Source: an optimization exercise on an open RTL-to-GDS flow (aim: small area and a short achievable clock period). Production flows keep margins and buffers that such runs may drop. In this exercise RTL edits were held to simulation tests only and were not proved equivalent to the original. No activity file was given, so power comes from the tool's default toggle rates.

==> design/flow/config.mk <==
export PLATFORM = sky130hd
export DESIGN_NAME = CPU
export DESIGN_NICKNAME = CPU
export VERILOG_FILES = /design/flow/design.v
export SDC_FILE = /design/flow/constraint.sdc
export NUM_CORES = 4
export LEC_CHECK = 0
export CAP_MARGIN = 20
export CORE_MARGIN = 2
export CORE_UTILIZATION = 40
export SLEW_MARGIN = 20
==> design/flow/constraint.sdc <==
create_clock -name core_clock -period 12.0 [get_ports {clk}]
set_input_delay 2.4000 -clock core_clock [delete_from_list [all_inputs] [get_ports {clk}]]
set_output_delay 2.4000 -clock core_clock [all_outputs]
set_load 0.01 [all_outputs]
==> design/flow/design.v <==
`timescale 1ns / 1ps
module mux(in0, in1, select, out);
    input wire select; 
    input wire [7:0] in0;
    input wire [7:0] in1;
    output reg[7:0] out;
    always @(*)
    begin
        if(select == 0)
        begin
            out <= in0;
        end
        else begin
            out <= in1;
        end
    end
endmodule
`timescale 1ns / 1ps
module mux32bit(in0, in1, select, out);
    input wire select; 
    input wire [31:0] in0;
    input wire [25:0] in1;
    output reg[31:0] out;
    always @(*)
    begin
        if(select == 0)
        begin
            out <= in0;
        end
        else begin
            out <= {{6{1'b0}},in1};
        end
    end
endmodule 
`timescale 1ns / 1ps
module mux64bit(in0, in1, select, out);
    input wire select; 
    input wire [63:0] in0;
    input wire [63:0] in1;
    output reg[63:0] out;
    always @(*)
    begin
        if(select == 0)
        begin
            out <= in0;
        end
        else begin
            out <= in1;
        end
    end
endmodule 
`timescale 1ns / 1ps
module control_unit(
    input [31:0] instruction,
    output reg 	     TypeDetect,  
    output reg       ALUSrc,     
    output reg       MemToReg,   
    output reg       MemToVecReg,  
    output reg       RegWriteEnable,   
    output reg       VecRegWriteEnable,  
    output reg       VecWrite,    
    output reg       MemWrite,   
    output reg       Branch,     
    output reg [5:0] ALUOp,      
    output reg       Jump        
);
wire [5:0] opcode;
assign opcode = instruction [31:26];
reg [15:0]  controlSignal;
always @(*)
begin
    case (opcode)
    6'b000000: controlSignal = 16'b0010010000000000;  
    6'b000001: controlSignal = 16'b0010010000000010;  
    6'b000010: controlSignal = 16'b0010010000000100;  
    6'b000100: controlSignal = 16'b0010010000001000;  
    6'b000101: controlSignal = 16'b0010010000001010;  
    6'b000110: controlSignal = 16'b0010010000001100;  
    6'b001000: controlSignal = 16'b0010010000010000;  
    6'b001001: controlSignal = 16'b0010010000010010;  
    6'b001010: controlSignal = 16'b0010010000010100;  
    6'b001011: controlSignal = 16'b0010010000010110;  
    6'b010000: controlSignal = 16'b0100000000100000;  
    6'b010001: controlSignal = 16'b0100000000100010;  
    6'b010010: controlSignal = 16'b0100000000100100;  
    6'b001101: controlSignal = 16'b0011010000000000;  
    6'b001110: controlSignal = 16'b0011010000001000;  
    6'b001111: controlSignal = 16'b0011010000001100;  
    6'b100011: controlSignal = 16'b0011000010010110;  
    6'b011111: controlSignal = 16'b0011000010010100;  
    6'b101101: controlSignal = 16'b1001000000000000;  
    6'b101110: controlSignal = 16'b0001000100000000;  
    6'b100101: controlSignal = 16'b0001100000000000;  
    6'b100110: controlSignal = 16'b0001001000000000;  
    6'b101000: controlSignal = 16'b0011010000010100;  
    6'b110000: controlSignal = 16'b0000000011100001;  
    6'b101100: controlSignal = 16'b0000001100000000;  
    6'b101111: controlSignal = 16'b1000100000000000;  
    default:   controlSignal = 16'b0000000000000000;  
    endcase
end
always @(*)
    begin
	MemToVecReg = controlSignal[15];
	VecRegWriteEnable = controlSignal[14];
	TypeDetect = controlSignal[13];
        ALUSrc   = controlSignal[12];
        MemToReg = controlSignal[11];
        RegWriteEnable = controlSignal[10];
        MemWrite = controlSignal[9];
        VecWrite  = controlSignal[8];
        Branch   = controlSignal[7];
        ALUOp    = controlSignal[6:1];
        Jump     = controlSignal[0];
    end
endmodule
`timescale 1ns / 1ps
module ProgramCounter(
    input clk,
    input reset,
    input zero,
    input branch,
    input jump,
    input [31:0] regAddress,
    output reg [31:0] pc 
);
    wire [31:0] pcPlus4;
    wire [1:0] pcControl;
    assign pcPlus4 = pc + 4;
    assign pcControl = (jump | (branch==1 & zero == 1)) ? 2'b01 : 2'b00;
    always @(posedge clk)
    begin
        if(reset == 1)
            pc <= 32'h00000000;
        else
        begin
            case(pcControl)
                2'b01: pc <= regAddress;                                                     
                default: pc <= pcPlus4;                                                      
            endcase
        end
    end
endmodule
`timescale 1ns / 1ps
module Register_File(
        clk,
        read_addr1,
        read_addr2,
        read_data1,
        read_data2,
        write_addr,
        write_data,
        write_enable
    );
input wire clk;
input wire [4:0]  read_addr1;
input wire [4:0]  read_addr2;
input wire [4:0]  write_addr;
input wire [7:0] write_data;
input wire        write_enable;
output reg [7:0] read_data1;
output reg [7:0] read_data2;
    reg [7:0] Register_File [30:0];  
always @(*)
    begin
    read_data1 = 8'b00000000;
    read_data2 = 8'b00000000;
    if (read_addr1 != 5'b11111) begin
        read_data1 = Register_File[read_addr1];
    end 
    if (read_addr2 != 5'b11111) begin
        read_data2 = Register_File[read_addr2]; 
    end
    end
always @(posedge(clk))
    begin
    if (write_enable) begin
        if (write_addr != 5'b11111) begin
            Register_File[write_addr] <= write_data;   
        end
    end
   end
endmodule
`timescale 1ns / 1ps
module VectorRegisterFile(
        clk,
        read_data1,
        read_data2,
	read_addr1,
	read_addr2,
        write_data,
	write_addr,
        write_enable
    );
input wire clk;
input wire [63:0] write_data;
input wire        write_enable;
input wire [4:0] write_addr;
input wire [4:0] read_addr1;
input wire [4:0] read_addr2;
output reg [63:0] read_data1;
output reg [63:0] read_data2;
reg [63:0] Register_File [2:0];  
always @(*)
    begin
     read_data1 = {64{1'b0}};
     read_data2 = {64{1'b0}};
     if (read_addr1 < 5'd3) begin
	    read_data1 = Register_File[read_addr1[1:0]];
    	end	
     if (read_addr2 < 5'd3) begin
    	read_data2 = Register_File[read_addr2[1:0]];	
    	end
end
always @(posedge(clk))
    begin
        if (write_enable) begin
    	    if (write_addr < 5'd3) begin
    	        Register_File[write_addr[1:0]] <= write_data;  
    	    end 
        end
    end
endmodule
`timescale 1ns / 1ps
module ALU(clk,a, b, alufn, enable, otp, zero, overflow);
    input wire clk;
    input wire [7:0] a;
    input wire [7:0] b;
    input wire [5:0] alufn;  
    input wire 	     enable;
    output reg [7:0] otp;
    output reg zero;  
    output reg overflow;
    always @(*)
    begin
	otp = {8{1'b0}};
	zero = 1'b0;
	overflow = 1'b0;
	if(enable) begin
        casex(alufn)
            6'b0000xx: begin
        if(alufn[1:0] == 2'b00)
            begin  
                otp = a + b;
                zero = (otp==0)?1:0;
                if ((a >= 0 && b >= 0 && otp < 0) || (a < 0 && b < 0 && otp >= 0))
                    overflow = 1;
                else
                    overflow = 0;
            end
        else if(alufn[1:0] == 2'b01)  
            begin
                otp = a-b;
                zero = (otp==0)?1:0;
                if ((a >= 0 && b < 0 && otp < 0) || (a < 0 && b >= 0 && otp > 0))
                    overflow = 1;
                else
                    overflow = 0;
            end
        else if (alufn[1:0] == 2'b10)  
            begin
                otp = a*b;
                zero = (otp==0)?1:0;
                overflow = 0;
            end
    end
            6'b0001xx: begin
        case (alufn[1:0])
        2'b00:  
            begin
                otp = a & b;
                overflow = 0;
                zero = (otp==0)?1:0;
            end
        2'b01:  
            begin
                otp = a | b;
                overflow = 0;
                zero = (otp==0)?1:0;
            end
        2'b10:   
                begin
                    otp = a ^ b;
                    overflow = 0;
                    zero = (otp==0)?1:0;
                end
        endcase
    end
            6'b0010xx: begin
        case(alufn[1:0])
        2'b00:  
            begin
                otp = a<<b;
                zero = (otp == 0)?1:0;
                overflow = 0;
            end
        2'b01:  
            begin
                otp = a>>b;
                zero = (otp == 0)?1:0;
                overflow = 0;
            end
        2'b10:  
            begin
                otp = (a<b)? 1:0;
                zero = (otp == 0 && a!=b)?1:0;
                overflow = 0;
            end
	2'b11:  
	    begin
		otp = (a==b)?1:0;
		zero = (otp==0)?1:0;
		overflow = 0;
	    end
        endcase
    end
            default:
            begin 
                otp = {8{1'b0}};
            end
        endcase
    end
    else begin
	otp = {8{1'b0}};
	end
end
endmodule
module VPU(
    input wire clk,
    input wire [63:0] a,
    input wire [63:0] b,
    input wire 	      enable,
    input wire [5:0] opCode,  
    output reg [63:0] out);
    reg [31:0] temp;
    always @(*) begin
	out = {64{1'b0}};
	temp = {32{1'b0}};
	if (enable) begin
	case(opCode)
	6'b010000: begin
	out[7:0] = a[7:0] + b[7:0];
	out[15:8] = a[15:8] + b[15:8];
	out[23:16] = a[23:16] + b[23:16];
	out[31:24] = a[31:24] + b[31:24];
	out[39:32] = a[39:32] + b[39:32];
	out[47:40] = a[47:40] + b[47:40];
	out[55:48] = a[55:48] + b[55:48];
	out[63:56] = a[63:56] + b[63:56];
	end
	6'b010001: begin
	out[7:0] = a[7:0] - b[7:0];
	out[15:8] = a[15:8] - b[15:8];
	out[23:16] = a[23:16] - b[23:16];
	out[31:24] = a[31:24] - b[31:24];
	out[39:32] = a[39:32] - b[39:32];
	out[47:40] = a[47:40] - b[47:40];
	out[55:48] = a[55:48] - b[55:48];
	out[63:56] = a[63:56] - b[63:56];
	end
	6'b010010: begin
	temp[15:0] = a[7:0]*b[7:0];
	temp[31:16] = temp[15:0];
	temp[15:0] = a[15:8]*b[15:8];
	temp[31:16] = temp[31:16] + temp[15:0];
	temp[15:0] = a[23:16]*b[23:16];
	temp[31:16] = temp[31:16] + temp[15:0];
	temp[15:0] = a[31:24]*b[31:24];
	temp[31:16] = temp[31:16] + temp[15:0];
	temp[15:0] = a[39:32]*b[39:32];
	temp[31:16] = temp[31:16] + temp[15:0];
	temp[15:0] = a[47:40]*b[47:40];
	temp[31:16] = temp[31:16] + temp[15:0];
	temp[15:0] = a[55:48]*b[55:48];
	temp[31:16] = temp[31:16] + temp[15:0];
	temp[15:0] = a[63:56]*b[63:56];
	temp[31:16] = temp[31:16] + temp[15:0];
	out[7:0] = temp[23:16];
	end
endcase
end
else begin
out = {64{1'b0}};
end
end
endmodule
`timescale 1ns / 1ps
module CPU( input clk,
	input rst,
	input wire [31:0] inst,
	input wire [63:0]	main_memory_input_data_path,
	output reg[63:0] main_memory_output_data_path,
	output wire[31:0] pc_inst_addr,
	output wire		Vector_Write_Access, 
	output wire		Memory_Write_Access,
	output wire		Load_Vector_Flag,
	output wire 		Load_Word_Flag,
	output wire[11:0]	Main_Memory_Address
	);
	wire[31:0]	instruction;
    	wire[31:0]	reg_data1;
	reg[31:0]	temp_reg_data1;
	wire[5:0]		Opcode;
	wire		Branch_Control;
	wire		Jump_Control;
	wire		Word_Reg_Write_Enable;
	wire		Vect_Reg_Write_Enable;
	wire		Vector_vs_Word;
	wire		Reg_Imm_Flag;
	wire[4:0]	destination_reg;
	wire[4:0] 	source_reg1;
	wire[4:0] 	source_reg2;
	wire[7:0] 	operand1;
	wire[7:0]	temp_operand2;
	wire[7:0] 	operand2;
	wire[7:0] 	alu_output_word;
	wire[7:0]	data_to_wordreg;
	wire[63:0] 	vect_operand1;
	wire[63:0]	vect_operand2;
	wire[63:0]	vpu_vec_output;
	wire[63:0]	data_to_vec_reg;
	wire 		zero;
	wire		overflow;
	wire[63:0] 	vector_output_memory;
	wire[7:0]	word_output_memory;
	wire[63:0]	vector_input_memory;
	wire[7:0]	word_input_memory;
	wire		Reg_Address_Read;
ProgramCounter prc(.clk(clk),
	.reset(rst),
	.zero(zero),
	.branch(Branch_Control),
	.jump(Jump_Control),
	.regAddress(reg_data1),
	.pc(pc_inst_addr)
);
assign instruction = inst;
control_unit control_signal(.instruction(instruction),
	.ALUOp(Opcode),
	.VecWrite(Vector_Write_Access),
	.MemWrite(Memory_Write_Access),
	.Branch(Branch_Control),
	.Jump(Jump_Control),
	.RegWriteEnable(Word_Reg_Write_Enable),
	.VecRegWriteEnable(Vect_Reg_Write_Enable),
	.MemToVecReg(Load_Vector_Flag),
	.MemToReg(Load_Word_Flag),
	.TypeDetect(Vector_vs_Word),
	.ALUSrc(Reg_Imm_Flag)
);
mux32bit RegAddselect(.select(Jump_Control),
	.in0(temp_reg_data1),
	.in1(instruction[25:0]),
	.out(reg_data1)
);
assign destination_reg = instruction[25:21];
assign source_reg1 = instruction[20:16];
assign source_reg2 = instruction[15:11];
assign word_output_memory = main_memory_input_data_path[7:0];
assign vector_output_memory = main_memory_input_data_path;
assign Reg_Address_Read = Load_Word_Flag & Load_Vector_Flag;
mux DataToReg(.select(Load_Word_Flag),
	.in0(alu_output_word),
	.in1(word_output_memory),
	.out(data_to_wordreg)
);
mux64bit VectToReg(.select(Load_Vector_Flag),
	.in0(vpu_vec_output),
	.in1(vector_output_memory),
	.out(data_to_vec_reg)
);
Register_File reg_value_retrival_And_Update(.clk(clk),
		.read_addr1(source_reg1),
		.read_addr2(source_reg2),
		.read_data1(operand1),
		.read_data2(temp_operand2),
		.write_addr(destination_reg),
		.write_data(data_to_wordreg),
		.write_enable(((Word_Reg_Write_Enable & !Vect_Reg_Write_Enable) | Load_Word_Flag) & !Reg_Address_Read)
);
mux decision_between_immediate_reg(.select(Reg_Imm_Flag),
	.in0(temp_operand2),
	.in1(instruction[15:8]),
	.out(operand2)
);
VectorRegisterFile vect_value_retrival_And_Update(.clk(clk),
		.read_addr1(source_reg1),
		.read_addr2(source_reg2),
		.read_data1(vect_operand1),
		.read_data2(vect_operand2),
		.write_addr(destination_reg),
		.write_data(data_to_vec_reg),
		.write_enable(((Vect_Reg_Write_Enable & !Word_Reg_Write_Enable) | Load_Vector_Flag) & !Reg_Address_Read)
);
ALU alu(.clk(clk),
	.a(operand1), 
	.b(operand2), 	
	.alufn(Opcode), 
	.enable(Vector_vs_Word), 
	.otp(alu_output_word), 
	.zero(zero), 
	.overflow(overflow)
);
VPU vpu(.clk(clk),
	.a(vect_operand1),
	.b(vect_operand2),
	.enable((!Vector_vs_Word) & (Vect_Reg_Write_Enable)),
	.opCode(Opcode),
	.out(vpu_vec_output)
);
assign vector_input_memory = vect_operand1;
assign word_input_memory = operand1;
always @(posedge clk) begin
	if (Load_Word_Flag & !Memory_Write_Access & Load_Vector_Flag & !Vector_Write_Access) begin
		temp_reg_data1 <= main_memory_input_data_path[31:0];
	end
end
always @(*) 
    begin
    main_memory_output_data_path = {64{1'b0}};
    if(!Load_Word_Flag & Memory_Write_Access & !Load_Vector_Flag & !Vector_Write_Access) begin
	main_memory_output_data_path[63:8] = 56'h00000000000000;
        main_memory_output_data_path[7:0] = word_input_memory;
    end 
    else if (!Load_Word_Flag & !Memory_Write_Access & !Load_Vector_Flag & Vector_Write_Access) begin
	main_memory_output_data_path = vector_input_memory;
    end
    else if ((!Load_Word_Flag & Memory_Write_Access & !Load_Vector_Flag & Vector_Write_Access)) begin
	main_memory_output_data_path[63:32] = 32'h00000000;
	main_memory_output_data_path[31:0] = pc_inst_addr;
	end
end
assign Main_Memory_Address = instruction[11:0];
endmodule
==> design/flow/run.sh <==
#!/bin/bash
# synth_recipe.tcl (not shown) runs the flow's synth.tcl, then flattens the netlist and writes it again
# the make line also repeats each setting of config.mk as NAME=value (left out here)
make -C /OpenROAD-flow-scripts/flow DESIGN_CONFIG=/design/flow/config.mk WORK_HOME=/design/flow/orfs CLKGATE_MAP_FILE= SYNTH_SCRIPT=/design/flow/synth_recipe.tcl finish
==> results.txt <==
==> where the power goes <==
group          switching [mW]  leakage, nW  internal (mW)
Combinational           0.614         11.9          0.397
Sequential            0.00984         4.65           1.95
Clock                   0.758        0.893          0.993
==> synthesized netlist by cell type, types with 28 or more instances <==
cell / count
nor2_1: 375
fa_1: 172
mux4_2: 105
xor2_1: 92
a21oi_1: 89
ha_1: 246
buf_2: 42
mux2_2: 68
buf_4: 37
clkbuf_1: 79
dfxtp_1: 32
edfxtp_1: 472
nor3_1: 30
nor2b_1: 37
o21ai_0: 159
nand2b_1: 92
xnor2_1: 184
a21o_1: 45
mux2i_1: 126
inv_1: 335
o211ai_1: 93
a22oi_1: 28
nand2_1: 338
nand3_1: 41
==> cell families (layout without fill, tap and decap cells) <==
group                    count (synthesis)  count (layout)  share of synthesized area (%)
AND/OR/NAND/NOR                       1011            1011                          11.41
AO/OA/AOI/OAI                          594             594                          10.23
multiplexers                           313             313                          12.04
buffers and inverters                  535             772                          5.975
flip-flops                             504             504                          37.49
other                                    0               2                              0
XOR/XNOR                               280             280                          6.349
adder cells (fa/ha/maj)                418             418                          16.50
==> per-layer routing <==
layer / part of all wire [%] / GRT usage [%] / vias up
li1: - / - / 13320
met1: 45 / 37.58 / 15070
met2: 45 / 41.08 / 1275
met3: 7.0 / 3.720 / 164
met4: 2.7 / 7.214 / 0
met5: 0 / 0 / -
==> layout make-up <==
| class | instances | area (µm²) | area share, % |
|---|---|---|---|
| multi-input cells | 2616 | 22530 | 49.93 |
| repair buffers | 325 | 3037 | 6.729 |
| well taps | 1287 | 1610 | 3.568 |
| flip-flops and latches | 504 | 14810 | 32.83 |
| clock inverters | 36 | 397.9 | 0.8817 |
| clock buffers | 68 | 1445 | 3.202 |
| inverters | 343 | 1287 | 2.853 |
| diodes | 2 | 5.005 | 0.01109 |
==> worst min-delay path: stages (launching register included) <==
cell	delay, ns
edfxtp_1	0.32
a22oi_1	0.07
nor2_1	0.07
==> flip-flops by register name (all words and copies together), names as in the netlist <==
signal	count
reg_value_retrival_And_Update.Register_File	248
temp_reg_data1	32
prc.pc	32
vect_value_retrival_And_Update.Register_File	192
==> stage by stage <==
stage | hold WS, ns | cell area [µm²] | utilization (%) | setup slack, ns
finish | 0.4988 | 45130 | 45.99 | 1.114
global route | 0.5572 | 45130 | 45.99 | 0.7375
CTS | 0.5059 | 45110 | 45.96 | 1.167
detailed placement | 0.4900 | 43260 | 44.09 | 0.4753
global placement | 0.4780 | 43250 | 44.08 | 0.5108
floorplan | 0.4700 | 39520 | - | 1.221
==> how the worst max path moves through the flow <==
| stage | startpoint | endpoint | slack, ns | depth (start not counted) |
|---|---|---|---|---|
| final | inst[20] | vect_value_retrival_And_Update.Register_File[2][7] | 1.11 | 30 |
| after global routing | inst[20] | vect_value_retrival_And_Update.Register_File[1][7] | 0.74 | 30 |
| after CTS | inst[20] | vect_value_retrival_And_Update.Register_File[2][7] | 1.17 | 30 |
| after detailed placement | inst[20] | vect_value_retrival_And_Update.Register_File[2][7] | 0.48 | 30 |
| after global placement | inst[20] | vect_value_retrival_And_Update.Register_File[2][7] | 0.51 | 31 |
| after floorplan | inst[16] | vect_value_retrival_And_Update.Register_File[0][7] | 1.22 | 36 |
==> results.txt <==
- Area leader, netlist: edfxtp_1
- Total GRT Usage: 26.10%
- Dpl cells: slightly above 5000
- Area growth, synth to finish: 14.20%
- Residual DRC: 0
- Worst Hold End: prc.pc[30]
- Post-CTS setup buffers: 0
- WS Path Type: in -> reg
- Top Family by Delay on Critical Path: adder cells
- Count of flip-flops with a built-in enable after synthesis: 472
- Io pins: 210
- Post-DR wirelength/cell: between 20 and 30 µm
- Width of the die: approximately 320 µm
- Worst slew pin tran: between 1 and 1.5 ns
- CTS root buffer: clkbuf_16
- Main flop type after synthesis: edfxtp_1
- CTS max path bufs: 3
- First DRT Iteration DRCs: 3073
- Syn Inst Count: between 3000 and 4000
- CP peak stage delay: around 0.61 ns
- Status: finished clean
- Final cell count without fillers: approximately 5200
- Final RePlAce weighted congestion: about 0.95
- Clk_skew: 0.03491 ns
- Hold Startpoint: temp_reg_data1[30]
- CTS hold repair buffers: 0
- Commonest non-fill, non-tap cell in the layout: edfxtp_1
- Critical path data arrival time: 11.30 ns
- H-tree levels: 2
- Grt ovf: 0
- Slew HR: between 20% and 30%
- Clock latency on the worst-skew pair: between 0.6 and 0.7 ns
- Hold Path Class: reg -> reg
- RSZ-0062 raised after global routing: false
- Synth Area per Inst: roughly 11 µm²
- Slew Limit Fails: 0
- Starting Density: about two fifths
- Fin nets: around 4400
- Worst Path Buf+Inv: 8
- Fill cells: about 9000
- Required time of the worst setup path: ~12 ns
- Pin count of the biggest net entering global routing: 65
- Yosys warns: 10
- Drt pass-1 iters: 5
- Post-detail-place hpwl: 100.6 mm
- Crit end category: flip-flop
- ANT nets after route: 0
- CTS resizes: 0
- Yosys reg bits: roughly 500
- Initial antenna violation count: 1
- DR vias/cell: between 5 and 6
- Yosys top cell area share: ~36%
- # rows: ~120
- Slowest-stage cell, CP: fa_1
- Reg2Reg Depth: 26
- DIE AREA: between 100000 and 150000 µm²
- Drt total wl: around 130 mm
- Crit Reg-Reg Endpoint: vect_value_retrival_And_Update.Register_File[2][7]
- Synth async-reset ratio: 0%
- Area contributors post-synth: edfxtp_1 36%, fa_1 8.7%, ha_1 7.8%, mux4_2 6.0%, xnor2_1 4.1%
- Period utilization: approximately 91%
- Vias in the first global route: about 29000
- Core footprint: about 98000 µm²
- Inserted Clock Buffers: between 50 and 60
- Synth unique cells: between 80 and 90
- Port Buffers: approximately 210
- Startpoint types: input pin
- Die Y: about 320 µm
- Final min period: between 10 and 15 ns
- First-pass GRT wire length: around 200 mm
- IR drop worst, VDD: 0.0001064 V
- Max-Cap Viols: 0
- Fin. Hold Viols: 0
- Clk sink count: 504
- Crit Path Max Fanout: just over 50
- Pleak: around 17 nW
- PD cells: 104.6 nW/µm²
- Most frequent cells in the layout: 472 x edfxtp_1, 369 x nor2_1, 337 x nand2_1
- Reg clk slew, reported paths: 0.06 ns
- Final setup fails: 0
- Post-synthesis sequential area ratio: between 30% and 40%
- Post-Synthesis Net Count: ~4200
- Setup TNS: 0 ns
- Mapped cell area: between 30000 and 40000 µm²
- Ratio of cells with drive above 1 in the final layout: 11.77%
- R2R Setup Slk: about 3.6 ns
- CTS tree: yes
- Power, Total: 4.722 mW
- Fmax: between 90 and 100 MHz
- Hold Path Depth: 2
- Most frequent CP cell: fa_1
- Via count: just under 30000

[static timing again, ports no longer ideal]
No port has a modelled driver above. Below, the same layout with a new extraction and two added sets of constraints.
Step 1 (the two cells are an assumption about what drives the block):
set clk [get_ports {clk}]
set_driving_cell -lib_cell sky130_fd_sc_hd__clkbuf_16 $clk
set_driving_cell -lib_cell sky130_fd_sc_hd__buf_2 [delete_from_list [all_inputs] $clk]
Step 2 moves the port delays by t, midway between the first and last clock arrival at a register: inputs arrive t later, outputs are due t later. That takes back most of the time a late clock gives input paths.
Slacks: ideal / step 1 / step 2; pairs: ideal / step 1.
t, ns: 0.722
setup WS [ns]: 1.114 / 1.148 / 0.427
hold WS [ns]: 0.499 / 0.499 / 0.499
After both steps setup and hold are still met in this run. The setup slack of this run moves by +0.034 ns with the drivers and by -0.687 ns with both steps.
